Context: an optimization exercise on an open-source flow, tuned for small area, a short achievable clock period and few clock cycles per item. The choices shown serve that exercise and are no tape-out recipe.
No functional check of the RTL was part of any run shown here.

==> flow/design.v (outline; a module is shown in full before it is edited, if it fits) <==
// module mult_ex: 3903 lines
module mult_ex #(
    parameter WIDTH = 32
) (
    input  logic            clk,
    input  logic            rst_n,
    input  logic[WIDTH-1:0] a,
    input  logic[WIDTH-1:0] b,
    output logic[WIDTH-1:0] lo,
    output logic[WIDTH-1:0] hi,
    input  logic           valid_in,
    output logic           ready_out,
    output logic           valid_out,
    input  logic           ready_in
);
  // ...
==> flow/flow/run.sh <==
#!/bin/bash
set -euo pipefail
sed '1s/-noshare /-noshare -noabc /' synth_recipe.tcl > flow_synth.tcl
grep -q -- '-noabc' flow_synth.tcl
bash standard.sh SYNTH_SCRIPT="$PWD/flow_synth.tcl" \
    "BUFFER_PORTS_ARGS=-buffer_cell sky130_fd_sc_hd__buf_4" \
    MATCH_CELL_FOOTPRINT=0 SETUP_SLACK_MARGIN=7.5 finish > standard_flow.log 2>&1
==> flow/standard.sh <==
#!/bin/bash
# synth_recipe.tcl (not shown) runs the flow's synth.tcl, then flattens the netlist and writes it again
# the make line also repeats each setting of config.mk as NAME=value (left out here)
make -C /OpenROAD-flow-scripts/flow DESIGN_CONFIG=/design/flow/config.mk WORK_HOME=/design/flow/orfs CLKGATE_MAP_FILE= SYNTH_SCRIPT=/design/flow/synth_recipe.tcl "${@:-finish}"
==> flow/config.mk <==
export PLATFORM = sky130hd
export DESIGN_NAME = mult_ex
export DESIGN_NICKNAME = mult_ex
export VERILOG_FILES = /design/flow/design.v
export SDC_FILE = /design/flow/constraint.sdc
export NUM_CORES = 4
export LEC_CHECK = 0
export ABC_CLOCK_PERIOD_IN_PS = 3000
export CAP_MARGIN = 20
export CORE_MARGIN = 2
export CORE_UTILIZATION = 55
export SLEW_MARGIN = 20
==> flow/constraint.sdc <==
create_clock -name core_clock -period 11.0 [get_ports {clk}]
set_input_delay 2.2000 -clock core_clock [delete_from_list [all_inputs] [get_ports {clk}]]
set_output_delay 2.2000 -clock core_clock [all_outputs]
set_load 0.01 [all_outputs]
==> metrics.md, run 1 <==
| Metric | Value |
|---|---|
| Crit path launch type | `flop` |
| Final RePlAce weighted congestion | `0.911` |
| Final hold vios | `0` |
| Number of port buffers | `133` |
| Detailed-route vias per instance | `6.57` |
| Number of vias after detailed routing | `27000` |
| Ratio of cells with drive above 1 in the final layout | `15.9%` |
| Count of cells resized by post-cts repair | `127` |
| Crit path from | `a_r[15]` |
| Kind of path behind the tightest hold check | `reg2reg` |
| Count of pins on the block boundary | `134` |
| H-tree Lvls | `2` |
| Finished Core Util | `63.0%` |
| Hold Path Sink | `n_c62_0` |
| Status | `finished clean` |
| Max clock buf depth | `3` |
| First-iteration detailed-routing DRC count | `3586` |
| GRT overflow | `0` |
| Tmin final | `3.53 ns` |
| Total area of multi-input combinational cells | `0.0237 sq mm` |
| Largest net degree at the start of global routing | `159` |
| Insertion delay of the later-clocked pin in the worst-skew pair | `0.63 ns` |
| Total number of multi-input combinational cells | `2210` |
| Worst reg2reg startpoint | `a_r[15]` |
| Critical path destination | `m_c43_0` |
| Multiplexer area fraction after synthesis | `1.80%` |
| Peak fanout along the critical path | `8` |
| Final wirelength | `118000 microns` |
| Type of element capturing the critical path | `flop` |
| Standard cell with the maximum stage delay on the critical path | `sky130_fd_sc_hd__fa_2` |
| Relative slew slack | `29.0%` |
| Commonest non-fill, non-tap cells in the layout | `sky130_fd_sc_hd__xnor2_1 (531), sky130_fd_sc_hd__fa_1 (442), sky130_fd_sc_hd__edfxtp_1 (432)` |
==> run 2: changes to the inputs <==
--- a/flow/design.v
+++ b/flow/design.v
@@ -7,17 +7,17 @@
     input  logic[WIDTH-1:0] b,
     output logic[WIDTH-1:0] lo,
     output logic[WIDTH-1:0] hi,
     input  logic           valid_in,
     output logic           ready_out,
     output logic           valid_out,
     input  logic           ready_in
 );
-logic v0, v1, v2, head_v, sk, rdy;
+logic v0, v1, head_v, sk, rdy;
 logic st;
 logic [WIDTH-1:0] a_r, skid_a, skid_b, a_m, b_m;
 logic [63:0] res, head;
 logic [16:0] e_one, e_two, e_neg;
 logic [16:0] n_one, n_two, n_neg;
 logic pp1;
 logic pp2;
 logic pp3;
@@ -1649,20 +1649,19 @@
 logic m_c0_0;
 logic m_c0_1;
 logic m_c1_0;
 logic m_c2_0;
 logic m_c3_0;
 logic m_c4_0;
 logic m_c5_0;
 logic m_c6_0;
-logic m_c6_1;
-logic m_c6_2;
 logic m_c7_0;
 logic m_c7_1;
+logic m_c7_2;
 logic m_c8_0;
 logic m_c8_1;
 logic m_c9_0;
 logic m_c9_1;
 logic m_c10_0;
 logic m_c10_1;
 logic m_c11_0;
 logic m_c11_1;
@@ -1677,268 +1676,118 @@
 logic m_c16_0;
 logic m_c16_1;
 logic m_c17_0;
 logic m_c17_1;
 logic m_c18_0;
 logic m_c18_1;
 logic m_c19_0;
 logic m_c19_1;
-logic m_c19_2;
-logic m_c19_3;
 logic m_c20_0;
 logic m_c20_1;
-logic m_c20_2;
 logic m_c21_0;
 logic m_c21_1;
-logic m_c21_2;
 logic m_c22_0;
 logic m_c22_1;
-logic m_c22_2;
 logic m_c23_0;
 logic m_c23_1;
-logic m_c23_2;
 logic m_c24_0;
 logic m_c24_1;
-logic m_c24_2;
 logic m_c25_0;
 logic m_c25_1;
-logic m_c25_2;
 logic m_c26_0;
 logic m_c26_1;
-logic m_c26_2;
 logic m_c27_0;
 logic m_c27_1;
-logic m_c27_2;
 logic m_c28_0;
 logic m_c28_1;
 logic m_c28_2;
-logic m_c28_3;
 logic m_c29_0;
 logic m_c29_1;
 logic m_c29_2;
-logic m_c29_3;
 logic m_c30_0;
 logic m_c30_1;
 logic m_c30_2;
-logic m_c30_3;
 logic m_c31_0;
 logic m_c31_1;
 logic m_c31_2;
-logic m_c31_3;
 logic m_c32_0;
 logic m_c32_1;
 logic m_c32_2;
-logic m_c32_3;
 logic m_c33_0;
 logic m_c33_1;
 logic m_c33_2;
-logic m_c33_3;
 logic m_c34_0;
 logic m_c34_1;
 logic m_c34_2;
-logic m_c34_3;
 logic m_c35_0;
 logic m_c35_1;
 logic m_c35_2;
-logic m_c35_3;
 logic m_c36_0;
 logic m_c36_1;
 logic m_c36_2;
-logic m_c36_3;
 logic m_c37_0;
 logic m_c37_1;
 logic m_c37_2;
-logic m_c37_3;
 logic m_c38_0;
 logic m_c38_1;
 logic m_c38_2;
-logic m_c38_3;
 logic m_c39_0;
 logic m_c39_1;
 logic m_c39_2;
-logic m_c39_3;
 logic m_c40_0;
 logic m_c40_1;
 logic m_c40_2;
-logic m_c40_3;
 logic m_c41_0;
 logic m_c41_1;
 logic m_c41_2;
-logic m_c41_3;
 logic m_c42_0;
 logic m_c42_1;
-logic m_c42_2;
 logic m_c43_0;
 logic m_c43_1;
 logic m_c43_2;
-logic m_c43_3;
 logic m_c44_0;
 logic m_c44_1;
-logic m_c44_2;
 logic m_c45_0;
 logic m_c45_1;
 logic m_c45_2;
-logic m_c45_3;
 logic m_c46_0;
 logic m_c46_1;
-logic m_c46_2;
 logic m_c47_0;
 logic m_c47_1;
 logic m_c47_2;
-logic m_c47_3;
 logic m_c48_0;
 logic m_c48_1;
-logic m_c48_2;
 logic m_c49_0;
 logic m_c49_1;
+logic m_c49_2;
 logic m_c50_0;
 logic m_c50_1;
 logic m_c51_0;
-logic m_c51_1;
-logic m_c51_2;
 logic m_c52_0;
 logic m_c52_1;
+logic m_c52_2;
 logic m_c53_0;
-logic m_c53_1;
-logic m_c53_2;
 logic m_c54_0;
 logic m_c54_1;
+logic m_c54_2;
 logic m_c55_0;
-logic m_c55_1;
-logic m_c55_2;
 logic m_c56_0;
 logic m_c56_1;
+logic m_c56_2;
 logic m_c57_0;
 logic m_c58_0;
-logic m_c58_1;
-logic m_c58_2;
 logic m_c59_0;
+logic m_c59_1;
 logic m_c60_0;
-logic m_c60_1;
-logic m_c60_2;
 logic m_c61_0;
+logic m_c61_1;
 logic m_c62_0;
 logic m_c63_0;
 logic m_c63_1;
-logic n_c0_0;
-logic n_c0_1;
-logic n_c1_0;
-logic n_c2_0;
-logic n_c3_0;
-logic n_c4_0;
-logic n_c5_0;
-logic n_c6_0;
-logic n_c7_0;
-logic n_c8_0;
-logic n_c8_1;
-logic n_c9_0;
-logic n_c9_1;
-logic n_c10_0;
-logic n_c10_1;
-logic n_c11_0;
-logic n_c11_1;
-logic n_c12_0;
-logic n_c12_1;
-logic n_c13_0;
-logic n_c13_1;
-logic n_c14_0;
-logic n_c14_1;
-logic n_c15_0;
-logic n_c15_1;
-logic n_c16_0;
-logic n_c16_1;
-logic n_c17_0;
-logic n_c17_1;
-logic n_c18_0;
-logic n_c18_1;
-logic n_c19_0;
-logic n_c19_1;
-logic n_c20_0;
-logic n_c20_1;
-logic n_c21_0;
-logic n_c21_1;
-logic n_c22_0;
-logic n_c22_1;
-logic n_c23_0;
-logic n_c23_1;
-logic n_c24_0;
-logic n_c24_1;
-logic n_c25_0;
-logic n_c25_1;
-logic n_c26_0;
-logic n_c26_1;
-logic n_c27_0;
-logic n_c27_1;
-logic n_c28_0;
-logic n_c28_1;
-logic n_c29_0;
-logic n_c29_1;
-logic n_c30_0;
-logic n_c30_1;
-logic n_c31_0;
-logic n_c31_1;
-logic n_c32_0;
-logic n_c32_1;
-logic n_c33_0;
-logic n_c33_1;
-logic n_c34_0;
-logic n_c34_1;
-logic n_c35_0;
-logic n_c35_1;
-logic n_c36_0;
-logic n_c36_1;
-logic n_c37_0;
-logic n_c37_1;
-logic n_c38_0;
-logic n_c38_1;
-logic n_c39_0;
-logic n_c39_1;
-logic n_c40_0;
-logic n_c40_1;
-logic n_c41_0;
-logic n_c41_1;
-logic n_c42_0;
-logic n_c42_1;
-logic n_c43_0;
-logic n_c43_1;
-logic n_c44_0;
-logic n_c44_1;
-logic n_c45_0;
-logic n_c45_1;
-logic n_c46_0;
-logic n_c46_1;
-logic n_c47_0;
-logic n_c47_1;
-logic n_c48_0;
-logic n_c48_1;
-logic n_c49_0;
-logic n_c49_1;
-logic n_c50_0;
-logic n_c50_1;
-logic n_c51_0;
-logic n_c51_1;
-logic n_c52_0;
-logic n_c53_0;
-logic n_c53_1;
-logic n_c54_0;
-logic n_c55_0;
-logic n_c55_1;
-logic n_c56_0;
-logic n_c57_0;
-logic n_c57_1;
-logic n_c58_0;
-logic n_c59_0;
-logic n_c59_1;
-logic n_c60_0;
-logic n_c61_0;
-logic n_c61_1;
-logic n_c62_0;
-logic n_c63_0;
-logic n_c63_1;
 assign st = head_v & ~ready_in;
 assign ready_out = rdy;
 assign valid_out = head_v;
 assign {hi, lo} = head;
 assign a_m = sk ? skid_a : a;
 assign b_m = sk ? skid_b : b;
 logic [34:0] bx;
 assign bx = {2'b00, b_m, 1'b0};
@@ -3406,90 +3255,90 @@
 assign s1455 = s1331 ^ c1162 ^ c1330;
 assign c1456 = (s1331 & c1162) | (s1331 & c1330) | (c1162 & c1330);
 assign s1457 = s1337 ^ c1168 ^ c1336;
 assign c1458 = (s1337 & c1168) | (s1337 & c1336) | (c1168 & c1336);
 assign s1459 = s1173 ^ c1172 ^ c1340;
 assign c1460 = (s1173 & c1172) | (s1173 & c1340) | (c1172 & c1340);
 assign s1461 = s937 ^ c936 ^ c1342;
 assign c1462 = (s937 & c936) | (s937 & c1342) | (c936 & c1342);
-assign s1463 = m_c6_0 ^ m_c6_1 ^ m_c6_2;
-assign c1464 = (m_c6_0 & m_c6_1) | (m_c6_0 & m_c6_2) | (m_c6_1 & m_c6_2);
-assign s1465 = m_c19_0 ^ m_c19_1 ^ m_c19_2;
-assign c1466 = (m_c19_0 & m_c19_1) | (m_c19_0 & m_c19_2) | (m_c19_1 & m_c19_2);
-assign s1467 = m_c20_0 ^ m_c20_1 ^ m_c20_2;
-assign c1468 = (m_c20_0 & m_c20_1) | (m_c20_0 & m_c20_2) | (m_c20_1 & m_c20_2);
-assign s1469 = m_c21_0 ^ m_c21_1 ^ m_c21_2;
-assign c1470 = (m_c21_0 & m_c21_1) | (m_c21_0 & m_c21_2) | (m_c21_1 & m_c21_2);
-assign s1471 = m_c22_0 ^ m_c22_1 ^ m_c22_2;
-assign c1472 = (m_c22_0 & m_c22_1) | (m_c22_0 & m_c22_2) | (m_c22_1 & m_c22_2);
-assign s1473 = m_c23_0 ^ m_c23_1 ^ m_c23_2;
-assign c1474 = (m_c23_0 & m_c23_1) | (m_c23_0 & m_c23_2) | (m_c23_1 & m_c23_2);
-assign s1475 = m_c24_0 ^ m_c24_1 ^ m_c24_2;
-assign c1476 = (m_c24_0 & m_c24_1) | (m_c24_0 & m_c24_2) | (m_c24_1 & m_c24_2);
-assign s1477 = m_c25_0 ^ m_c25_1 ^ m_c25_2;
-assign c1478 = (m_c25_0 & m_c25_1) | (m_c25_0 & m_c25_2) | (m_c25_1 & m_c25_2);
-assign s1479 = m_c26_0 ^ m_c26_1 ^ m_c26_2;
-assign c1480 = (m_c26_0 & m_c26_1) | (m_c26_0 & m_c26_2) | (m_c26_1 & m_c26_2);
-assign s1481 = m_c27_0 ^ m_c27_1 ^ m_c27_2;
-assign c1482 = (m_c27_0 & m_c27_1) | (m_c27_0 & m_c27_2) | (m_c27_1 & m_c27_2);
-assign s1483 = m_c28_0 ^ m_c28_1 ^ m_c28_2;
-assign c1484 = (m_c28_0 & m_c28_1) | (m_c28_0 & m_c28_2) | (m_c28_1 & m_c28_2);
-assign s1485 = m_c29_0 ^ m_c29_1 ^ m_c29_2;
-assign c1486 = (m_c29_0 & m_c29_1) | (m_c29_0 & m_c29_2) | (m_c29_1 & m_c29_2);
-assign s1487 = m_c30_0 ^ m_c30_1 ^ m_c30_2;
-assign c1488 = (m_c30_0 & m_c30_1) | (m_c30_0 & m_c30_2) | (m_c30_1 & m_c30_2);
-assign s1489 = m_c31_0 ^ m_c31_1 ^ m_c31_2;
-assign c1490 = (m_c31_0 & m_c31_1) | (m_c31_0 & m_c31_2) | (m_c31_1 & m_c31_2);
-assign s1491 = m_c32_0 ^ m_c32_1 ^ m_c32_2;
-assign c1492 = (m_c32_0 & m_c32_1) | (m_c32_0 & m_c32_2) | (m_c32_1 & m_c32_2);
-assign s1493 = m_c33_0 ^ m_c33_1 ^ m_c33_2;
-assign c1494 = (m_c33_0 & m_c33_1) | (m_c33_0 & m_c33_2) | (m_c33_1 & m_c33_2);
-assign s1495 = m_c34_0 ^ m_c34_1 ^ m_c34_2;
-assign c1496 = (m_c34_0 & m_c34_1) | (m_c34_0 & m_c34_2) | (m_c34_1 & m_c34_2);
-assign s1497 = m_c35_0 ^ m_c35_1 ^ m_c35_2;
-assign c1498 = (m_c35_0 & m_c35_1) | (m_c35_0 & m_c35_2) | (m_c35_1 & m_c35_2);
-assign s1499 = m_c36_0 ^ m_c36_1 ^ m_c36_2;
-assign c1500 = (m_c36_0 & m_c36_1) | (m_c36_0 & m_c36_2) | (m_c36_1 & m_c36_2);
-assign s1501 = m_c37_0 ^ m_c37_1 ^ m_c37_2;
-assign c1502 = (m_c37_0 & m_c37_1) | (m_c37_0 & m_c37_2) | (m_c37_1 & m_c37_2);
-assign s1503 = m_c38_0 ^ m_c38_1 ^ m_c38_2;
-assign c1504 = (m_c38_0 & m_c38_1) | (m_c38_0 & m_c38_2) | (m_c38_1 & m_c38_2);
-assign s1505 = m_c39_0 ^ m_c39_1 ^ m_c39_2;
-assign c1506 = (m_c39_0 & m_c39_1) | (m_c39_0 & m_c39_2) | (m_c39_1 & m_c39_2);
-assign s1507 = m_c40_0 ^ m_c40_1 ^ m_c40_2;
-assign c1508 = (m_c40_0 & m_c40_1) | (m_c40_0 & m_c40_2) | (m_c40_1 & m_c40_2);
-assign s1509 = m_c41_0 ^ m_c41_1 ^ m_c41_2;
-assign c1510 = (m_c41_0 & m_c41_1) | (m_c41_0 & m_c41_2) | (m_c41_1 & m_c41_2);
-assign s1511 = m_c42_0 ^ m_c42_1 ^ m_c42_2;
-assign c1512 = (m_c42_0 & m_c42_1) | (m_c42_0 & m_c42_2) | (m_c42_1 & m_c42_2);
-assign s1513 = m_c43_0 ^ m_c43_1 ^ m_c43_2;
-assign c1514 = (m_c43_0 & m_c43_1) | (m_c43_0 & m_c43_2) | (m_c43_1 & m_c43_2);
-assign s1515 = m_c44_0 ^ m_c44_1 ^ m_c44_2;
-assign c1516 = (m_c44_0 & m_c44_1) | (m_c44_0 & m_c44_2) | (m_c44_1 & m_c44_2);
-assign s1517 = m_c45_0 ^ m_c45_1 ^ m_c45_2;
-assign c1518 = (m_c45_0 & m_c45_1) | (m_c45_0 & m_c45_2) | (m_c45_1 & m_c45_2);
-assign s1519 = m_c46_0 ^ m_c46_1 ^ m_c46_2;
-assign c1520 = (m_c46_0 & m_c46_1) | (m_c46_0 & m_c46_2) | (m_c46_1 & m_c46_2);
-assign s1521 = m_c47_0 ^ m_c47_1 ^ m_c47_2;
-assign c1522 = (m_c47_0 & m_c47_1) | (m_c47_0 & m_c47_2) | (m_c47_1 & m_c47_2);
-assign s1523 = m_c48_0 ^ m_c48_1 ^ m_c48_2;
-assign c1524 = (m_c48_0 & m_c48_1) | (m_c48_0 & m_c48_2) | (m_c48_1 & m_c48_2);
-assign s1525 = m_c51_0 ^ m_c51_1 ^ m_c51_2;
-assign c1526 = (m_c51_0 & m_c51_1) | (m_c51_0 & m_c51_2) | (m_c51_1 & m_c51_2);
-assign s1527 = m_c53_0 ^ m_c53_1 ^ m_c53_2;
-assign c1528 = (m_c53_0 & m_c53_1) | (m_c53_0 & m_c53_2) | (m_c53_1 & m_c53_2);
-assign s1529 = m_c55_0 ^ m_c55_1 ^ m_c55_2;
-assign c1530 = (m_c55_0 & m_c55_1) | (m_c55_0 & m_c55_2) | (m_c55_1 & m_c55_2);
-assign s1531 = m_c58_0 ^ m_c58_1 ^ m_c58_2;
-assign c1532 = (m_c58_0 & m_c58_1) | (m_c58_0 & m_c58_2) | (m_c58_1 & m_c58_2);
-assign s1533 = m_c60_0 ^ m_c60_1 ^ m_c60_2;
-assign c1534 = (m_c60_0 & m_c60_1) | (m_c60_0 & m_c60_2) | (m_c60_1 & m_c60_2);
-assign s1535 = m_c7_0 ^ m_c7_1 ^ c1464;
-assign c1536 = (m_c7_0 & m_c7_1) | (m_c7_0 & c1464) | (m_c7_1 & c1464);
+assign s1463 = s941 ^ c582 ^ c1344;
+assign c1464 = (s941 & c582) | (s941 & c1344) | (c582 & c1344);
+assign s1465 = s1357 ^ c1200 ^ c1202;
+assign c1466 = (s1357 & c1200) | (s1357 & c1202) | (c1200 & c1202);
+assign s1467 = s1359 ^ c1204 ^ c1358;
+assign c1468 = (s1359 & c1204) | (s1359 & c1358) | (c1204 & c1358);
+assign s1469 = s1361 ^ c1206 ^ c1360;
+assign c1470 = (s1361 & c1206) | (s1361 & c1360) | (c1206 & c1360);
+assign s1471 = s1363 ^ c1208 ^ c1362;
+assign c1472 = (s1363 & c1208) | (s1363 & c1362) | (c1208 & c1362);
+assign s1473 = s1365 ^ c1212 ^ c1364;
+assign c1474 = (s1365 & c1212) | (s1365 & c1364) | (c1212 & c1364);
+assign s1475 = s1367 ^ c1216 ^ c1366;
+assign c1476 = (s1367 & c1216) | (s1367 & c1366) | (c1216 & c1366);
+assign s1477 = s1369 ^ c1220 ^ c1368;
+assign c1478 = (s1369 & c1220) | (s1369 & c1368) | (c1220 & c1368);
+assign s1479 = s1371 ^ c1224 ^ c1370;
+assign c1480 = (s1371 & c1224) | (s1371 & c1370) | (c1224 & c1370);
+assign s1481 = s1373 ^ s1375 ^ c1372;
+assign c1482 = (s1373 & s1375) | (s1373 & c1372) | (s1375 & c1372);
+assign s1483 = s1377 ^ s1379 ^ c1374;
+assign c1484 = (s1377 & s1379) | (s1377 & c1374) | (s1379 & c1374);
+assign s1485 = s1381 ^ s1383 ^ c1378;
+assign c1486 = (s1381 & s1383) | (s1381 & c1378) | (s1383 & c1378);
+assign s1487 = s1385 ^ s1387 ^ c1382;
+assign c1488 = (s1385 & s1387) | (s1385 & c1382) | (s1387 & c1382);
+assign s1489 = s1389 ^ s1391 ^ c1386;
+assign c1490 = (s1389 & s1391) | (s1389 & c1386) | (s1391 & c1386);
+assign s1491 = s1393 ^ s1395 ^ c1390;
+assign c1492 = (s1393 & s1395) | (s1393 & c1390) | (s1395 & c1390);
+assign s1493 = s1397 ^ s1399 ^ c1394;
+assign c1494 = (s1397 & s1399) | (s1397 & c1394) | (s1399 & c1394);
+assign s1495 = s1401 ^ s1403 ^ c1398;
+assign c1496 = (s1401 & s1403) | (s1401 & c1398) | (s1403 & c1398);
+assign s1497 = s1405 ^ s1407 ^ c1402;
+assign c1498 = (s1405 & s1407) | (s1405 & c1402) | (s1407 & c1402);
+assign s1499 = s1409 ^ s1411 ^ c1406;
+assign c1500 = (s1409 & s1411) | (s1409 & c1406) | (s1411 & c1406);
+assign s1501 = s1413 ^ s1415 ^ c1410;
+assign c1502 = (s1413 & s1415) | (s1413 & c1410) | (s1415 & c1410);
+assign s1503 = s1417 ^ s1419 ^ c1414;
+assign c1504 = (s1417 & s1419) | (s1417 & c1414) | (s1419 & c1414);
+assign s1505 = s1421 ^ s1423 ^ c1418;
+assign c1506 = (s1421 & s1423) | (s1421 & c1418) | (s1423 & c1418);
+assign s1507 = s1425 ^ s1427 ^ c1422;
+assign c1508 = (s1425 & s1427) | (s1425 & c1422) | (s1427 & c1422);
+assign s1509 = s1429 ^ c1294 ^ c1426;
+assign c1510 = (s1429 & c1294) | (s1429 & c1426) | (c1294 & c1426);
+assign s1511 = s1431 ^ c1298 ^ c1430;
+assign c1512 = (s1431 & c1298) | (s1431 & c1430) | (c1298 & c1430);
+assign s1513 = s1433 ^ c1300 ^ c1302;
+assign c1514 = (s1433 & c1300) | (s1433 & c1302) | (c1300 & c1302);
+assign s1515 = s1435 ^ c1306 ^ c1434;
+assign c1516 = (s1435 & c1306) | (s1435 & c1434) | (c1306 & c1434);
+assign s1517 = s1437 ^ c1308 ^ c1310;
+assign c1518 = (s1437 & c1308) | (s1437 & c1310) | (c1308 & c1310);
+assign s1519 = s1439 ^ c1312 ^ c1438;
+assign c1520 = (s1439 & c1312) | (s1439 & c1438) | (c1312 & c1438);
+assign s1521 = s1441 ^ c1314 ^ c1316;
+assign c1522 = (s1441 & c1314) | (s1441 & c1316) | (c1314 & c1316);
+assign s1523 = s1443 ^ c1318 ^ c1442;
+assign c1524 = (s1443 & c1318) | (s1443 & c1442) | (c1318 & c1442);
+assign s1525 = s1449 ^ c1324 ^ c1448;
+assign c1526 = (s1449 & c1324) | (s1449 & c1448) | (c1324 & c1448);
+assign s1527 = s1453 ^ c1328 ^ c1452;
+assign c1528 = (s1453 & c1328) | (s1453 & c1452) | (c1328 & c1452);
+assign s1529 = s1333 ^ c1332 ^ c1456;
+assign c1530 = (s1333 & c1332) | (s1333 & c1456) | (c1332 & c1456);
+assign s1531 = s1339 ^ c1338 ^ c1458;
+assign c1532 = (s1339 & c1338) | (s1339 & c1458) | (c1338 & c1458);
+assign s1533 = s1175 ^ c1174 ^ c1460;
+assign c1534 = (s1175 & c1174) | (s1175 & c1460) | (c1174 & c1460);
+assign s1535 = m_c7_0 ^ m_c7_1 ^ m_c7_2;
+assign c1536 = (m_c7_0 & m_c7_1) | (m_c7_0 & m_c7_2) | (m_c7_1 & m_c7_2);
 assign s1537 = m_c8_0 ^ m_c8_1;
 assign c1538 = m_c8_0 & m_c8_1;
 assign s1539 = m_c9_0 ^ m_c9_1;
 assign c1540 = m_c9_0 & m_c9_1;
 assign s1541 = m_c10_0 ^ m_c10_1;
 assign c1542 = m_c10_0 & m_c10_1;
 assign s1543 = m_c11_0 ^ m_c11_1;
 assign c1544 = m_c11_0 & m_c11_1;
@@ -3502,103 +3351,101 @@
 assign s1551 = m_c15_0 ^ m_c15_1;
 assign c1552 = m_c15_0 & m_c15_1;
 assign s1553 = m_c16_0 ^ m_c16_1;
 assign c1554 = m_c16_0 & m_c16_1;
 assign s1555 = m_c17_0 ^ m_c17_1;
 assign c1556 = m_c17_0 & m_c17_1;
 assign s1557 = m_c18_0 ^ m_c18_1;
 assign c1558 = m_c18_0 & m_c18_1;
-assign s1559 = s1465 ^ m_c19_3;
-assign c1560 = s1465 & m_c19_3;
-assign s1561 = s1467 ^ c1466;
-assign c1562 = s1467 & c1466;
-assign s1563 = s1469 ^ c1468;
-assign c1564 = s1469 & c1468;
-assign s1565 = s1471 ^ c1470;
-assign c1566 = s1471 & c1470;
-assign s1567 = s1473 ^ c1472;
-assign c1568 = s1473 & c1472;
-assign s1569 = s1475 ^ c1474;
-assign c1570 = s1475 & c1474;
-assign s1571 = s1477 ^ c1476;
-assign c1572 = s1477 & c1476;
-assign s1573 = s1479 ^ c1478;
-assign c1574 = s1479 & c1478;
-assign s1575 = s1481 ^ c1480;
-assign c1576 = s1481 & c1480;
-assign s1577 = s1483 ^ m_c28_3 ^ c1482;
-assign c1578 = (s1483 & m_c28_3) | (s1483 & c1482) | (m_c28_3 & c1482);
-assign s1579 = s1485 ^ m_c29_3 ^ c1484;
-assign c1580 = (s1485 & m_c29_3) | (s1485 & c1484) | (m_c29_3 & c1484);
-assign s1581 = s1487 ^ m_c30_3 ^ c1486;
-assign c1582 = (s1487 & m_c30_3) | (s1487 & c1486) | (m_c30_3 & c1486);
-assign s1583 = s1489 ^ m_c31_3 ^ c1488;
-assign c1584 = (s1489 & m_c31_3) | (s1489 & c1488) | (m_c31_3 & c1488);
-assign s1585 = s1491 ^ m_c32_3 ^ c1490;
-assign c1586 = (s1491 & m_c32_3) | (s1491 & c1490) | (m_c32_3 & c1490);
-assign s1587 = s1493 ^ m_c33_3 ^ c1492;
-assign c1588 = (s1493 & m_c33_3) | (s1493 & c1492) | (m_c33_3 & c1492);
-assign s1589 = s1495 ^ m_c34_3 ^ c1494;
-assign c1590 = (s1495 & m_c34_3) | (s1495 & c1494) | (m_c34_3 & c1494);
-assign s1591 = s1497 ^ m_c35_3 ^ c1496;
-assign c1592 = (s1497 & m_c35_3) | (s1497 & c1496) | (m_c35_3 & c1496);
-assign s1593 = s1499 ^ m_c36_3 ^ c1498;
-assign c1594 = (s1499 & m_c36_3) | (s1499 & c1498) | (m_c36_3 & c1498);
-assign s1595 = s1501 ^ m_c37_3 ^ c1500;
-assign c1596 = (s1501 & m_c37_3) | (s1501 & c1500) | (m_c37_3 & c1500);
-assign s1597 = s1503 ^ m_c38_3 ^ c1502;
-assign c1598 = (s1503 & m_c38_3) | (s1503 & c1502) | (m_c38_3 & c1502);
-assign s1599 = s1505 ^ m_c39_3 ^ c1504;
-assign c1600 = (s1505 & m_c39_3) | (s1505 & c1504) | (m_c39_3 & c1504);
-assign s1601 = s1507 ^ m_c40_3 ^ c1506;
-assign c1602 = (s1507 & m_c40_3) | (s1507 & c1506) | (m_c40_3 & c1506);
-assign s1603 = s1509 ^ m_c41_3 ^ c1508;
-assign c1604 = (s1509 & m_c41_3) | (s1509 & c1508) | (m_c41_3 & c1508);
-assign s1605 = s1511 ^ c1510;
-assign c1606 = s1511 & c1510;
-assign s1607 = s1513 ^ m_c43_3 ^ c1512;
-assign c1608 = (s1513 & m_c43_3) | (s1513 & c1512) | (m_c43_3 & c1512);
-assign s1609 = s1515 ^ c1514;
-assign c1610 = s1515 & c1514;
-assign s1611 = s1517 ^ m_c45_3 ^ c1516;
-assign c1612 = (s1517 & m_c45_3) | (s1517 & c1516) | (m_c45_3 & c1516);
-assign s1613 = s1519 ^ c1518;
-assign c1614 = s1519 & c1518;
-assign s1615 = s1521 ^ m_c47_3 ^ c1520;
-assign c1616 = (s1521 & m_c47_3) | (s1521 & c1520) | (m_c47_3 & c1520);
-assign s1617 = s1523 ^ c1522;
-assign c1618 = s1523 & c1522;
-assign s1619 = m_c49_0 ^ m_c49_1 ^ c1524;
-assign c1620 = (m_c49_0 & m_c49_1) | (m_c49_0 & c1524) | (m_c49_1 & c1524);
+assign s1559 = m_c19_0 ^ m_c19_1;
+assign c1560 = m_c19_0 & m_c19_1;
+assign s1561 = m_c20_0 ^ m_c20_1;
+assign c1562 = m_c20_0 & m_c20_1;
+assign s1563 = m_c21_0 ^ m_c21_1;
+assign c1564 = m_c21_0 & m_c21_1;
+assign s1565 = m_c22_0 ^ m_c22_1;
+assign c1566 = m_c22_0 & m_c22_1;
+assign s1567 = m_c23_0 ^ m_c23_1;
+assign c1568 = m_c23_0 & m_c23_1;
+assign s1569 = m_c24_0 ^ m_c24_1;
+assign c1570 = m_c24_0 & m_c24_1;
+assign s1571 = m_c25_0 ^ m_c25_1;
+assign c1572 = m_c25_0 & m_c25_1;
+assign s1573 = m_c26_0 ^ m_c26_1;
+assign c1574 = m_c26_0 & m_c26_1;
+assign s1575 = m_c27_0 ^ m_c27_1;
+assign c1576 = m_c27_0 & m_c27_1;
+assign s1577 = m_c28_0 ^ m_c28_1 ^ m_c28_2;
+assign c1578 = (m_c28_0 & m_c28_1) | (m_c28_0 & m_c28_2) | (m_c28_1 & m_c28_2);
+assign s1579 = m_c29_0 ^ m_c29_1 ^ m_c29_2;
+assign c1580 = (m_c29_0 & m_c29_1) | (m_c29_0 & m_c29_2) | (m_c29_1 & m_c29_2);
+assign s1581 = m_c30_0 ^ m_c30_1 ^ m_c30_2;
+assign c1582 = (m_c30_0 & m_c30_1) | (m_c30_0 & m_c30_2) | (m_c30_1 & m_c30_2);
+assign s1583 = m_c31_0 ^ m_c31_1 ^ m_c31_2;
+assign c1584 = (m_c31_0 & m_c31_1) | (m_c31_0 & m_c31_2) | (m_c31_1 & m_c31_2);
+assign s1585 = m_c32_0 ^ m_c32_1 ^ m_c32_2;
+assign c1586 = (m_c32_0 & m_c32_1) | (m_c32_0 & m_c32_2) | (m_c32_1 & m_c32_2);
+assign s1587 = m_c33_0 ^ m_c33_1 ^ m_c33_2;
+assign c1588 = (m_c33_0 & m_c33_1) | (m_c33_0 & m_c33_2) | (m_c33_1 & m_c33_2);
+assign s1589 = m_c34_0 ^ m_c34_1 ^ m_c34_2;
+assign c1590 = (m_c34_0 & m_c34_1) | (m_c34_0 & m_c34_2) | (m_c34_1 & m_c34_2);
+assign s1591 = m_c35_0 ^ m_c35_1 ^ m_c35_2;
+assign c1592 = (m_c35_0 & m_c35_1) | (m_c35_0 & m_c35_2) | (m_c35_1 & m_c35_2);
+assign s1593 = m_c36_0 ^ m_c36_1 ^ m_c36_2;
+assign c1594 = (m_c36_0 & m_c36_1) | (m_c36_0 & m_c36_2) | (m_c36_1 & m_c36_2);
+assign s1595 = m_c37_0 ^ m_c37_1 ^ m_c37_2;
+assign c1596 = (m_c37_0 & m_c37_1) | (m_c37_0 & m_c37_2) | (m_c37_1 & m_c37_2);
+assign s1597 = m_c38_0 ^ m_c38_1 ^ m_c38_2;
+assign c1598 = (m_c38_0 & m_c38_1) | (m_c38_0 & m_c38_2) | (m_c38_1 & m_c38_2);
+assign s1599 = m_c39_0 ^ m_c39_1 ^ m_c39_2;
+assign c1600 = (m_c39_0 & m_c39_1) | (m_c39_0 & m_c39_2) | (m_c39_1 & m_c39_2);
+assign s1601 = m_c40_0 ^ m_c40_1 ^ m_c40_2;
+assign c1602 = (m_c40_0 & m_c40_1) | (m_c40_0 & m_c40_2) | (m_c40_1 & m_c40_2);
+assign s1603 = m_c41_0 ^ m_c41_1 ^ m_c41_2;
+assign c1604 = (m_c41_0 & m_c41_1) | (m_c41_0 & m_c41_2) | (m_c41_1 & m_c41_2);
+assign s1605 = m_c42_0 ^ m_c42_1;
+assign c1606 = m_c42_0 & m_c42_1;
+assign s1607 = m_c43_0 ^ m_c43_1 ^ m_c43_2;
+assign c1608 = (m_c43_0 & m_c43_1) | (m_c43_0 & m_c43_2) | (m_c43_1 & m_c43_2);
+assign s1609 = m_c44_0 ^ m_c44_1;
+assign c1610 = m_c44_0 & m_c44_1;
+assign s1611 = m_c45_0 ^ m_c45_1 ^ m_c45_2;
+assign c1612 = (m_c45_0 & m_c45_1) | (m_c45_0 & m_c45_2) | (m_c45_1 & m_c45_2);
+assign s1613 = m_c46_0 ^ m_c46_1;
+assign c1614 = m_c46_0 & m_c46_1;
+assign s1615 = m_c47_0 ^ m_c47_1 ^ m_c47_2;
+assign c1616 = (m_c47_0 & m_c47_1) | (m_c47_0 & m_c47_2) | (m_c47_1 & m_c47_2);
+assign s1617 = m_c48_0 ^ m_c48_1;
+assign c1618 = m_c48_0 & m_c48_1;
+assign s1619 = m_c49_0 ^ m_c49_1 ^ m_c49_2;
+assign c1620 = (m_c49_0 & m_c49_1) | (m_c49_0 & m_c49_2) | (m_c49_1 & m_c49_2);
 assign s1621 = m_c50_0 ^ m_c50_1;
 assign c1622 = m_c50_0 & m_c50_1;
-assign s1623 = m_c52_0 ^ m_c52_1 ^ c1526;
-assign c1624 = (m_c52_0 & m_c52_1) | (m_c52_0 & c1526) | (m_c52_1 & c1526);
-assign s1625 = m_c54_0 ^ m_c54_1 ^ c1528;
-assign c1626 = (m_c54_0 & m_c54_1) | (m_c54_0 & c1528) | (m_c54_1 & c1528);
-assign s1627 = m_c56_0 ^ m_c56_1 ^ c1530;
-assign c1628 = (m_c56_0 & m_c56_1) | (m_c56_0 & c1530) | (m_c56_1 & c1530);
-assign res = {n_c63_0, n_c62_0, n_c61_0, n_c60_0, n_c59_0, n_c58_0, n_c57_0, n_c56_0, n_c55_0, n_c54_0, n_c53_0, n_c52_0, n_c51_0, n_c50_0, n_c49_0, n_c48_0, n_c47_0, n_c46_0, n_c45_0, n_c44_0, n_c43_0, n_c42_0, n_c41_0, n_c40_0, n_c39_0, n_c38_0, n_c37_0, n_c36_0, n_c35_0, n_c34_0, n_c33_0, n_c32_0, n_c31_0, n_c30_0, n_c29_0, n_c28_0, n_c27_0, n_c26_0, n_c25_0, n_c24_0, n_c23_0, n_c22_0, n_c21_0, n_c20_0, n_c19_0, n_c18_0, n_c17_0, n_c16_0, n_c15_0, n_c14_0, n_c13_0, n_c12_0, n_c11_0, n_c10_0, n_c9_0, n_c8_0, n_c7_0, n_c6_0, n_c5_0, n_c4_0, n_c3_0, n_c2_0, n_c1_0, n_c0_0} + {n_c63_1, 1'b0, n_c61_1, 1'b0, n_c59_1, 1'b0, n_c57_1, 1'b0, n_c55_1, 1'b0, n_c53_1, 1'b0, n_c51_1, n_c50_1, n_c49_1, n_c48_1, n_c47_1, n_c46_1, n_c45_1, n_c44_1, n_c43_1, n_c42_1, n_c41_1, n_c40_1, n_c39_1, n_c38_1, n_c37_1, n_c36_1, n_c35_1, n_c34_1, n_c33_1, n_c32_1, n_c31_1, n_c30_1, n_c29_1, n_c28_1, n_c27_1, n_c26_1, n_c25_1, n_c24_1, n_c23_1, n_c22_1, n_c21_1, n_c20_1, n_c19_1, n_c18_1, n_c17_1, n_c16_1, n_c15_1, n_c14_1, n_c13_1, n_c12_1, n_c11_1, n_c10_1, n_c9_1, n_c8_1, 1'b0, 1'b0, 1'b0, 1'b0, 1'b0, 1'b0, 1'b0, n_c0_1};
+assign s1623 = m_c52_0 ^ m_c52_1 ^ m_c52_2;
+assign c1624 = (m_c52_0 & m_c52_1) | (m_c52_0 & m_c52_2) | (m_c52_1 & m_c52_2);
+assign s1625 = m_c54_0 ^ m_c54_1 ^ m_c54_2;
+assign c1626 = (m_c54_0 & m_c54_1) | (m_c54_0 & m_c54_2) | (m_c54_1 & m_c54_2);
+assign s1627 = m_c56_0 ^ m_c56_1 ^ m_c56_2;
+assign c1628 = (m_c56_0 & m_c56_1) | (m_c56_0 & m_c56_2) | (m_c56_1 & m_c56_2);
+assign res = {m_c63_0, m_c62_0, m_c61_0, m_c60_0, m_c59_0, m_c58_0, m_c57_0, s1627, m_c55_0, s1625, m_c53_0, s1623, m_c51_0, s1621, s1619, s1617, s1615, s1613, s1611, s1609, s1607, s1605, s1603, s1601, s1599, s1597, s1595, s1593, s1591, s1589, s1587, s1585, s1583, s1581, s1579, s1577, s1575, s1573, s1571, s1569, s1567, s1565, s1563, s1561, s1559, s1557, s1555, s1553, s1551, s1549, s1547, s1545, s1543, s1541, s1539, s1537, s1535, m_c6_0, m_c5_0, m_c4_0, m_c3_0, m_c2_0, m_c1_0, m_c0_0} + {m_c63_1, 1'b0, m_c61_1, 1'b0, m_c59_1, 1'b0, c1628, 1'b0, c1626, 1'b0, c1624, 1'b0, c1622, c1620, c1618, c1616, c1614, c1612, c1610, c1608, c1606, c1604, c1602, c1600, c1598, c1596, c1594, c1592, c1590, c1588, c1586, c1584, c1582, c1580, c1578, c1576, c1574, c1572, c1570, c1568, c1566, c1564, c1562, c1560, c1558, c1556, c1554, c1552, c1550, c1548, c1546, c1544, c1542, c1540, c1538, c1536, 1'b0, 1'b0, 1'b0, 1'b0, 1'b0, 1'b0, 1'b0, m_c0_1};
 logic sk_d;
 assign sk_d = st ? (sk | valid_in) : 1'b0;
 always_ff @(posedge clk, negedge rst_n) begin
     if (!rst_n) begin
         v0 <= 1'b0;
         v1 <= 1'b0;
-        v2 <= 1'b0;
         head_v <= 1'b0;
         sk <= 1'b0;
         rdy <= 1'b1;
     end else begin
         if (!st) begin
             v0 <= sk | valid_in;
             v1 <= v0;
-            v2 <= v1;
-            head_v <= v2;
+            head_v <= v1;
         end
         sk <= sk_d;
         rdy <= ~sk_d;
     end
 end
 always_ff @(posedge clk) begin
     if (!sk) begin
         skid_a <= a;
@@ -3611,21 +3458,20 @@
         e_neg <= n_neg;
         m_c0_0 <= pp1;
         m_c0_1 <= e_neg[0];
         m_c1_0 <= pp2;
         m_c2_0 <= s577;
         m_c3_0 <= s939;
         m_c4_0 <= s1179;
         m_c5_0 <= s1343;
-        m_c6_0 <= s941;
-        m_c6_1 <= c582;
-        m_c6_2 <= c1344;
+        m_c6_0 <= s1463;
         m_c7_0 <= s943;
         m_c7_1 <= c942;
+        m_c7_2 <= c1464;
         m_c8_0 <= s945;
         m_c8_1 <= c944;
         m_c9_0 <= s1181;
         m_c9_1 <= c946;
         m_c10_0 <= s1183;
         m_c10_1 <= c1182;
         m_c11_0 <= s1185;
         m_c11_1 <= c1184;
@@ -3638,266 +3484,116 @@
         m_c15_0 <= s1349;
         m_c15_1 <= c1348;
         m_c16_0 <= s1351;
         m_c16_1 <= c1350;
         m_c17_0 <= s1353;
         m_c17_1 <= c1352;
         m_c18_0 <= s1355;
         m_c18_1 <= c1354;
-        m_c19_0 <= s1357;
-        m_c19_1 <= c1200;
-        m_c19_2 <= c1202;
-        m_c19_3 <= c1356;
-        m_c20_0 <= s1359;
-        m_c20_1 <= c1204;
-        m_c20_2 <= c1358;
-        m_c21_0 <= s1361;
-        m_c21_1 <= c1206;
-        m_c21_2 <= c1360;
-        m_c22_0 <= s1363;
-        m_c22_1 <= c1208;
-        m_c22_2 <= c1362;
-        m_c23_0 <= s1365;
-        m_c23_1 <= c1212;
-        m_c23_2 <= c1364;
-        m_c24_0 <= s1367;
-        m_c24_1 <= c1216;
-        m_c24_2 <= c1366;
-        m_c25_0 <= s1369;
-        m_c25_1 <= c1220;
-        m_c25_2 <= c1368;
-        m_c26_0 <= s1371;
-        m_c26_1 <= c1224;
-        m_c26_2 <= c1370;
-        m_c27_0 <= s1373;
-        m_c27_1 <= s1375;
-        m_c27_2 <= c1372;
-        m_c28_0 <= s1377;
-        m_c28_1 <= s1379;
-        m_c28_2 <= c1374;
-        m_c28_3 <= c1376;
-        m_c29_0 <= s1381;
-        m_c29_1 <= s1383;
-        m_c29_2 <= c1378;
-        m_c29_3 <= c1380;
-        m_c30_0 <= s1385;
-        m_c30_1 <= s1387;
-        m_c30_2 <= c1382;
-        m_c30_3 <= c1384;
-        m_c31_0 <= s1389;
-        m_c31_1 <= s1391;
-        m_c31_2 <= c1386;
-        m_c31_3 <= c1388;
-        m_c32_0 <= s1393;
-        m_c32_1 <= s1395;
-        m_c32_2 <= c1390;
-        m_c32_3 <= c1392;
-        m_c33_0 <= s1397;
-        m_c33_1 <= s1399;
-        m_c33_2 <= c1394;
-        m_c33_3 <= c1396;
-        m_c34_0 <= s1401;
-        m_c34_1 <= s1403;
-        m_c34_2 <= c1398;
-        m_c34_3 <= c1400;
-        m_c35_0 <= s1405;
-        m_c35_1 <= s1407;
-        m_c35_2 <= c1402;
-        m_c35_3 <= c1404;
-        m_c36_0 <= s1409;
-        m_c36_1 <= s1411;
-        m_c36_2 <= c1406;
-        m_c36_3 <= c1408;
-        m_c37_0 <= s1413;
-        m_c37_1 <= s1415;
-        m_c37_2 <= c1410;
-        m_c37_3 <= c1412;
-        m_c38_0 <= s1417;
-        m_c38_1 <= s1419;
-        m_c38_2 <= c1414;
-        m_c38_3 <= c1416;
-        m_c39_0 <= s1421;
-        m_c39_1 <= s1423;
-        m_c39_2 <= c1418;
-        m_c39_3 <= c1420;
-        m_c40_0 <= s1425;
-        m_c40_1 <= s1427;
-        m_c40_2 <= c1422;
-        m_c40_3 <= c1424;
-        m_c41_0 <= s1429;
-        m_c41_1 <= c1294;
-        m_c41_2 <= c1426;
-        m_c41_3 <= c1428;
-        m_c42_0 <= s1431;
-        m_c42_1 <= c1298;
-        m_c42_2 <= c1430;
-        m_c43_0 <= s1433;
-        m_c43_1 <= c1300;
-        m_c43_2 <= c1302;
-        m_c43_3 <= c1432;
-        m_c44_0 <= s1435;
-        m_c44_1 <= c1306;
-        m_c44_2 <= c1434;
-        m_c45_0 <= s1437;
-        m_c45_1 <= c1308;
-        m_c45_2 <= c1310;
-        m_c45_3 <= c1436;
-        m_c46_0 <= s1439;
-        m_c46_1 <= c1312;
-        m_c46_2 <= c1438;
-        m_c47_0 <= s1441;
-        m_c47_1 <= c1314;
-        m_c47_2 <= c1316;
-        m_c47_3 <= c1440;
-        m_c48_0 <= s1443;
-        m_c48_1 <= c1318;
-        m_c48_2 <= c1442;
+        m_c19_0 <= s1465;
+        m_c19_1 <= c1356;
+        m_c20_0 <= s1467;
+        m_c20_1 <= c1466;
+        m_c21_0 <= s1469;
+        m_c21_1 <= c1468;
+        m_c22_0 <= s1471;
+        m_c22_1 <= c1470;
+        m_c23_0 <= s1473;
+        m_c23_1 <= c1472;
+        m_c24_0 <= s1475;
+        m_c24_1 <= c1474;
+        m_c25_0 <= s1477;
+        m_c25_1 <= c1476;
+        m_c26_0 <= s1479;
+        m_c26_1 <= c1478;
+        m_c27_0 <= s1481;
+        m_c27_1 <= c1480;
+        m_c28_0 <= s1483;
+        m_c28_1 <= c1376;
+        m_c28_2 <= c1482;
+        m_c29_0 <= s1485;
+        m_c29_1 <= c1380;
+        m_c29_2 <= c1484;
+        m_c30_0 <= s1487;
+        m_c30_1 <= c1384;
+        m_c30_2 <= c1486;
+        m_c31_0 <= s1489;
+        m_c31_1 <= c1388;
+        m_c31_2 <= c1488;
+        m_c32_0 <= s1491;
+        m_c32_1 <= c1392;
+        m_c32_2 <= c1490;
+        m_c33_0 <= s1493;
+        m_c33_1 <= c1396;
+        m_c33_2 <= c1492;
+        m_c34_0 <= s1495;
+        m_c34_1 <= c1400;
+        m_c34_2 <= c1494;
+        m_c35_0 <= s1497;
+        m_c35_1 <= c1404;
+        m_c35_2 <= c1496;
+        m_c36_0 <= s1499;
+        m_c36_1 <= c1408;
+        m_c36_2 <= c1498;
+        m_c37_0 <= s1501;
+        m_c37_1 <= c1412;
+        m_c37_2 <= c1500;
+        m_c38_0 <= s1503;
+        m_c38_1 <= c1416;
+        m_c38_2 <= c1502;
+        m_c39_0 <= s1505;
+        m_c39_1 <= c1420;
+        m_c39_2 <= c1504;
+        m_c40_0 <= s1507;
+        m_c40_1 <= c1424;
+        m_c40_2 <= c1506;
+        m_c41_0 <= s1509;
+        m_c41_1 <= c1428;
+        m_c41_2 <= c1508;
+        m_c42_0 <= s1511;
+        m_c42_1 <= c1510;
+        m_c43_0 <= s1513;
+        m_c43_1 <= c1432;
+        m_c43_2 <= c1512;
+        m_c44_0 <= s1515;
+        m_c44_1 <= c1514;
+        m_c45_0 <= s1517;
+        m_c45_1 <= c1436;
+        m_c45_2 <= c1516;
+        m_c46_0 <= s1519;
+        m_c46_1 <= c1518;
+        m_c47_0 <= s1521;
+        m_c47_1 <= c1440;
+        m_c47_2 <= c1520;
+        m_c48_0 <= s1523;
+        m_c48_1 <= c1522;
         m_c49_0 <= s1445;
         m_c49_1 <= c1444;
+        m_c49_2 <= c1524;
         m_c50_0 <= s1447;
         m_c50_1 <= c1446;
-        m_c51_0 <= s1449;
-        m_c51_1 <= c1324;
-        m_c51_2 <= c1448;
+        m_c51_0 <= s1525;
         m_c52_0 <= s1451;
         m_c52_1 <= c1450;
-        m_c53_0 <= s1453;
-        m_c53_1 <= c1328;
-        m_c53_2 <= c1452;
+        m_c52_2 <= c1526;
+        m_c53_0 <= s1527;
         m_c54_0 <= s1455;
         m_c54_1 <= c1454;
-        m_c55_0 <= s1333;
-        m_c55_1 <= c1332;
-        m_c55_2 <= c1456;
+        m_c54_2 <= c1528;
+        m_c55_0 <= s1529;
         m_c56_0 <= s1335;
         m_c56_1 <= c1334;
+        m_c56_2 <= c1530;
         m_c57_0 <= s1457;
-        m_c58_0 <= s1339;
-        m_c58_1 <= c1338;
-        m_c58_2 <= c1458;
+        m_c58_0 <= s1531;
         m_c59_0 <= s1459;
-        m_c60_0 <= s1175;
-        m_c60_1 <= c1174;
-        m_c60_2 <= c1460;
+        m_c59_1 <= c1532;
+        m_c60_0 <= s1533;
         m_c61_0 <= s1341;
+        m_c61_1 <= c1534;
         m_c62_0 <= s1461;
         m_c63_0 <= s1177;
         m_c63_1 <= c1462;
-        n_c0_0 <= m_c0_0;
-        n_c0_1 <= m_c0_1;
-        n_c1_0 <= m_c1_0;
-        n_c2_0 <= m_c2_0;
-        n_c3_0 <= m_c3_0;
-        n_c4_0 <= m_c4_0;
-        n_c5_0 <= m_c5_0;
-        n_c6_0 <= s1463;
-        n_c7_0 <= s1535;
-        n_c8_0 <= s1537;
-        n_c8_1 <= c1536;
-        n_c9_0 <= s1539;
-        n_c9_1 <= c1538;
-        n_c10_0 <= s1541;
-        n_c10_1 <= c1540;
-        n_c11_0 <= s1543;
-        n_c11_1 <= c1542;
-        n_c12_0 <= s1545;
-        n_c12_1 <= c1544;
-        n_c13_0 <= s1547;
-        n_c13_1 <= c1546;
-        n_c14_0 <= s1549;
-        n_c14_1 <= c1548;
-        n_c15_0 <= s1551;
-        n_c15_1 <= c1550;
-        n_c16_0 <= s1553;
-        n_c16_1 <= c1552;
-        n_c17_0 <= s1555;
-        n_c17_1 <= c1554;
-        n_c18_0 <= s1557;
-        n_c18_1 <= c1556;
-        n_c19_0 <= s1559;
-        n_c19_1 <= c1558;
-        n_c20_0 <= s1561;
-        n_c20_1 <= c1560;
-        n_c21_0 <= s1563;
-        n_c21_1 <= c1562;
-        n_c22_0 <= s1565;
-        n_c22_1 <= c1564;
-        n_c23_0 <= s1567;
-        n_c23_1 <= c1566;
-        n_c24_0 <= s1569;
-        n_c24_1 <= c1568;
-        n_c25_0 <= s1571;
-        n_c25_1 <= c1570;
-        n_c26_0 <= s1573;
-        n_c26_1 <= c1572;
-        n_c27_0 <= s1575;
-        n_c27_1 <= c1574;
-        n_c28_0 <= s1577;
-        n_c28_1 <= c1576;
-        n_c29_0 <= s1579;
-        n_c29_1 <= c1578;
-        n_c30_0 <= s1581;
-        n_c30_1 <= c1580;
-        n_c31_0 <= s1583;
-        n_c31_1 <= c1582;
-        n_c32_0 <= s1585;
-        n_c32_1 <= c1584;
-        n_c33_0 <= s1587;
-        n_c33_1 <= c1586;
-        n_c34_0 <= s1589;
-        n_c34_1 <= c1588;
-        n_c35_0 <= s1591;
-        n_c35_1 <= c1590;
-        n_c36_0 <= s1593;
-        n_c36_1 <= c1592;
-        n_c37_0 <= s1595;
-        n_c37_1 <= c1594;
-        n_c38_0 <= s1597;
-        n_c38_1 <= c1596;
-        n_c39_0 <= s1599;
-        n_c39_1 <= c1598;
-        n_c40_0 <= s1601;
-        n_c40_1 <= c1600;
-        n_c41_0 <= s1603;
-        n_c41_1 <= c1602;
-        n_c42_0 <= s1605;
-        n_c42_1 <= c1604;
-        n_c43_0 <= s1607;
-        n_c43_1 <= c1606;
-        n_c44_0 <= s1609;
-        n_c44_1 <= c1608;
-        n_c45_0 <= s1611;
-        n_c45_1 <= c1610;
-        n_c46_0 <= s1613;
-        n_c46_1 <= c1612;
-        n_c47_0 <= s1615;
-        n_c47_1 <= c1614;
-        n_c48_0 <= s1617;
-        n_c48_1 <= c1616;
-        n_c49_0 <= s1619;
-        n_c49_1 <= c1618;
-        n_c50_0 <= s1621;
-        n_c50_1 <= c1620;
-        n_c51_0 <= s1525;
-        n_c51_1 <= c1622;
-        n_c52_0 <= s1623;
-        n_c53_0 <= s1527;
-        n_c53_1 <= c1624;
-        n_c54_0 <= s1625;
-        n_c55_0 <= s1529;
-        n_c55_1 <= c1626;
-        n_c56_0 <= s1627;
-        n_c57_0 <= m_c57_0;
-        n_c57_1 <= c1628;
-        n_c58_0 <= s1531;
-        n_c59_0 <= m_c59_0;
-        n_c59_1 <= c1532;
-        n_c60_0 <= s1533;
-        n_c61_0 <= m_c61_0;
-        n_c61_1 <= c1534;
-        n_c62_0 <= m_c62_0;
-        n_c63_0 <= m_c63_0;
-        n_c63_1 <= m_c63_1;
         head <= res;
     end
 end
 endmodule
==> flow/flow/run.sh (replaced) <==
#!/bin/bash
set -euo pipefail
sed '1s/-noshare /-noshare -noabc /' synth_recipe.tcl > flow_synth.tcl
grep -q -- '-noabc' flow_synth.tcl
bash standard.sh SYNTH_SCRIPT="$PWD/flow_synth.tcl" \
    "BUFFER_PORTS_ARGS=-buffer_cell sky130_fd_sc_hd__buf_4" \
    MATCH_CELL_FOOTPRINT=0 SETUP_SLACK_MARGIN=7.6 finish > standard_flow.log 2>&1
==> flow/config.mk (replaced) <==
export PLATFORM = sky130hd
export DESIGN_NAME = mult_ex
export DESIGN_NICKNAME = mult_ex
export VERILOG_FILES = /design/flow/design.v
export SDC_FILE = /design/flow/constraint.sdc
export NUM_CORES = 4
export LEC_CHECK = 0
export ABC_CLOCK_PERIOD_IN_PS = 3000
export CAP_MARGIN = 20
export CORE_MARGIN = 2
export CORE_UTILIZATION = 40
export SLEW_MARGIN = 20
==> run 2 against run 1 <==
Still clean on timing, DRC and antenna. Synthesized cell count is 5.8% lower. Sequential share of layout area is 11 points lower. Wire length is 9.4% higher. Via count is 1.4% lower. Critical endpoint is now m_c22_0. Highest routed layer is now met4.
==> metrics.md, run 2 <==
| Metric | Value |
|---|---|
| Status | `finished clean` |
| Sequential element share of the synthesized area | `28.4%` |
| Flop and latch count out of synthesis | `350` |
| Final wirelength | `130000 microns (+9.4%)` |
| Biggest area consumer among synthesized cells | `sky130_fd_sc_hd__fa_1` |
| Number of hold buffers added after CTS | `0` |
| Number of vias after detailed routing | `26700 (-1.4%)` |
| Yosys top cell area share | `27.4%` |
| DR pass1 iterations | `7` |
| Cells on worst reg2reg path | `10` |
| Multiplexer area fraction after synthesis | `2.02% (+0.21 points)` |
| Vias in the first global route | `27900` |
| Number of remaining DRC errors | `0` |
| Max clock buf depth | `3 (unchanged)` |
| Number of max-capacitance violations reported | `0` |
| First-iteration detailed-routing DRC count | `3009 (-16%)` |
| TNS Setup | `0 ns` |
| Initial antenna violation count | `2` |
| Instance area at placement | `0.0390 sq mm` |
| Setup repair after global routing missed its margin | `true` |
| Arrival @ worst endpoint | `4.36 ns` |
| Portion of the clock cycle consumed by the worst path in the final layout | `36.7%` |
| Worst clock skew | `0.0275 ns` |
| CTS Root Buffer Type | `sky130_fd_sc_hd__clkbuf_16` |
| Number of synthesis warnings | `1` |
| H-tree Lvls | `2 (unchanged)` |
| GRT overflow | `0 (unchanged)` |
| Proportion of register bits with asynchronous set or reset after synthesis | `1.43%` |
| Core ar. | `0.0855 sq mm` |
| Post-route design area | `0.0451 sq mm` |
| Most common cell after layout, fill and taps aside | `sky130_fd_sc_hd__xnor2_1` |
| Maximum clock frequency | `248 MHz` |
| GR Util All Layers | `27.4%` |
| Final hold vios | `0 (unchanged)` |
| Dominant synthesized flop cell | `sky130_fd_sc_hd__edfxtp_1` |
| Combinational family with the most area after synthesis | `adder cells` |
| Total Nets Final | `3747` |
| Peak fanout along the critical path | `16 (+8)` |
| Number of max-slew violations in the final report | `0` |
| Number of placement rows | `107` |
| Largest net degree at the start of global routing | `74 (-53%)` |
| Share of synthesized cell area in and, or, nand and nor gates | `3.54%` |
| Nets in the synthesized netlist | `3631` |
| Reg clk slew, reported paths | `0.08 ns` |
| Height of the die | `298 microns` |
| Crit path required time | `11.32 ns` |
| Final routed wire length divided by cell count | `30.3 microns` |
| Initial core utilization | `40.5%` |
| Filler cell count in the final layout | `7074` |
| Clock buffer count from CTS | `42` |
| Total standard cell area after synthesis | `0.0347 sq mm` |
| Remaining antenna violation count | `0` |
| TritonCTS sink count | `350` |
| Chip width | `298 microns` |
| DP Wirelength | `68700 microns` |
| Commonest non-fill, non-tap cells in the layout | `sky130_fd_sc_hd__xnor2_1 (376), sky130_fd_sc_hd__fa_1 (347), sky130_fd_sc_hd__a22oi_2 (340)` |
| Hold path cells | `1` |
| Ratio of cells with drive above 1 in the final layout | `39.6% (+24 points)` |
| Final RePlAce weighted congestion | `0.923 (+1.4%)` |
| Register ranked first by flip-flop count | `head` |
| Number of port buffers | `133 (unchanged)` |
| Library cell with the highest instance count after synthesis | `sky130_fd_sc_hd__xnor2_1` |
| Number of cells produced by synthesis | `2979` |
| Number of distinct library cells after synthesis | `80` |
| Kind of path behind the tightest hold check | `reg2reg` |
| Tmin final | `4.04 ns (+0.509 ns)` |
| Insertion delay of the later-clocked pin in the worst-skew pair | `0.59 ns (-0.04 ns)` |
| Most instantiated cells after synthesis | `sky130_fd_sc_hd__xnor2_1 (538), sky130_fd_sc_hd__a22oi_1 (496), sky130_fd_sc_hd__fa_1 (475), sky130_fd_sc_hd__clkbuf_1 (281), sky130_fd_sc_hd__edfxtp_1 (281)` |
| Crit path launch type | `flop` |
| Detailed-route vias per instance | `6.24 (-4.9%)` |
| Synthesized-area fraction occupied by ao, oa, aoi and oai cells | `14.6%` |
| Die area | `0.0891 sq mm` |
| Area added between synthesis and finish | `30.0%` |
| Post-Synth XOR/XNOR Area | `15.0%` |
| Flip-flop count of the largest register after layout | `64` |
| Setup-failing EPs final | `0` |
| Dpl cells | `4022` |
| Type of element capturing the critical path | `flop` |
| Number of synthesized flops with an enable pin | `281` |
| Worst-margin pin slew | `0.651 ns` |
| Relative slew slack | `56.6% (+28 points)` |
| Top area cells in the synthesized netlist | `sky130_fd_sc_hd__fa_1 (27%), sky130_fd_sc_hd__edfxtp_1 (24%), sky130_fd_sc_hd__xnor2_1 (14%)` |
| First-pass GRT wire length | `183000 microns` |
| CTS tree | `built` |
| Count of pins on the block boundary | `134 (unchanged)` |
| Worst setup path category | `reg2reg` |
| Mean post-synth cell area | `11.6 sq um` |
| Post-route insts no fill | `4274` |
| Synthesized-area fraction occupied by adder cells | `31.3%` |
[run 2: cell count changes in the layout (fill, tap and decap cells not counted), sizes merged, moves of 6 or more]
cell / change
edfxtp: -151
buf: +122
a21o: -12
clkbuf: +12
o21ai: -12
and2: +9
nor2: -8
a21oi: -7
clkinv: -7
inv: +6
[run 2: cell type report]
cell class                      instances  area, sq um  share of cell area, %
Multi-Input combinational cell       2181        26900                   59.6
Sequential cell                       350         9850                   21.8
Timing Repair Buffer                  390         5000                   11.1
Tap cell                             1144         1430                   3.18
Clock buffer                           58         1260                   2.79
Inverter                              130          488                   1.08
Clock inverter                         18          190                  0.422
Antenna cell                            3         7.51                 0.0167
[run 2: kinds of logic (layout without fill, tap and decap cells)]
group,after synthesis,after routing
AOI/OAI and AO/OA,686,686
xor gates and xnor gates,596,596
adders and majority gates,584,584
buffers and inverters,448,596
DFF,350,350
and+or+nand+nor,250,250
muxes,65,65
other,0,3
[run 2: path summary, 6_finish.rpt]
kind | from | endpoint | slack (ns)
worst min register to register | skid_a[10] | skid_a[10] | 0.47
worst max register to register | a_r[8] | m_c22_0 | 6.96
min in group asynchronous | rst_n | v1 | 1.41
max in group asynchronous | rst_n | rdy | 9.40
worst max-delay path | a_r[8] | m_c22_0 | 6.96
worst min-delay path | skid_a[10] | skid_a[10] | 0.47
[run 2: what timing repair did]
action / in CTS / in global routing
endpoints found under the setup margin: 348 / 176
resized for setup: 457 / 193
buffers inserted: 71 / 46
pin swaps: 126 / 180
cloned: 35 / 21
hold endpoints to repair: 0 / 0
[run 2: critical path: stages, from the launching register on]
cell	delay (ns)
sky130_fd_sc_hd__edfxtp_1	0.40
sky130_fd_sc_hd__buf_6	0.17
sky130_fd_sc_hd__buf_12	0.14
sky130_fd_sc_hd__clkbuf_16	0.20
sky130_fd_sc_hd__a22oi_2	0.17
sky130_fd_sc_hd__xnor2_2	0.14
sky130_fd_sc_hd__fa_1	0.48
sky130_fd_sc_hd__fa_2	0.59
sky130_fd_sc_hd__fa_2	0.45
sky130_fd_sc_hd__fa_2	0.55
sky130_fd_sc_hd__fa_2	0.47
[run 2: routing by layer]
metal / vias to the layer above / share of wire, % / GRT usage (%)
met2: 2006 / 42 / 40.7
met1: 13500 / 39 / 37.3
li1: 10700 / - / -
met5: - / 0 / 0
met4: 0 / 5.8 / 11.8
met3: 494 / 13 / 8.03
[run 2: through the flow]
| stage | setup slack (ns) | hold WS [ns] | utilization, % |
|---|---|---|---|
| 2_1_floorplan | 6.22 | 0.430 | - |
| 5_1_grt | 6.95 | 0.485 | 52.7 |
| 3_5_place_dp | 6.54 | 0.461 | 45.6 |
| 4_1_cts | 7.07 | 0.477 | 50.7 |
| 3_3_place_gp | 6.62 | 0.451 | 45.6 |
| 6_report | 6.96 | 0.471 | 52.7 |

-- separate check: timing with driven ports --
Ports are ideal in the flow. The routed layouts listed here were re-timed in OpenROAD.
Step 1 (the two cells are an assumption about what drives the block):
set clk [get_ports {clk}]
set_driving_cell -lib_cell sky130_fd_sc_hd__clkbuf_16 $clk
set_driving_cell -lib_cell sky130_fd_sc_hd__buf_2 [delete_from_list [all_inputs] $clk]
Step 2 also shifts input and output timing later by t, the mid clock arrival at the registers, as if the neighbouring blocks saw the same clock.
Three values: ideal ports, drivers, drivers and shift; two values: the first two.
run | t, ns | setup slack, ns | worst setup path at the end | pins driven straight from the clock port
run 1 | 0.690 | 7.472 / 7.472 / 6.963 | input to register | 1
run 2 | 0.639 | 6.963 / 6.963 / 6.963 | register to register | 1
After both steps setup and hold are still met in every run listed. For run 1, which loses most, drivers alone change the setup slack by 0.000 ns; drivers and shift together by -0.509 ns.
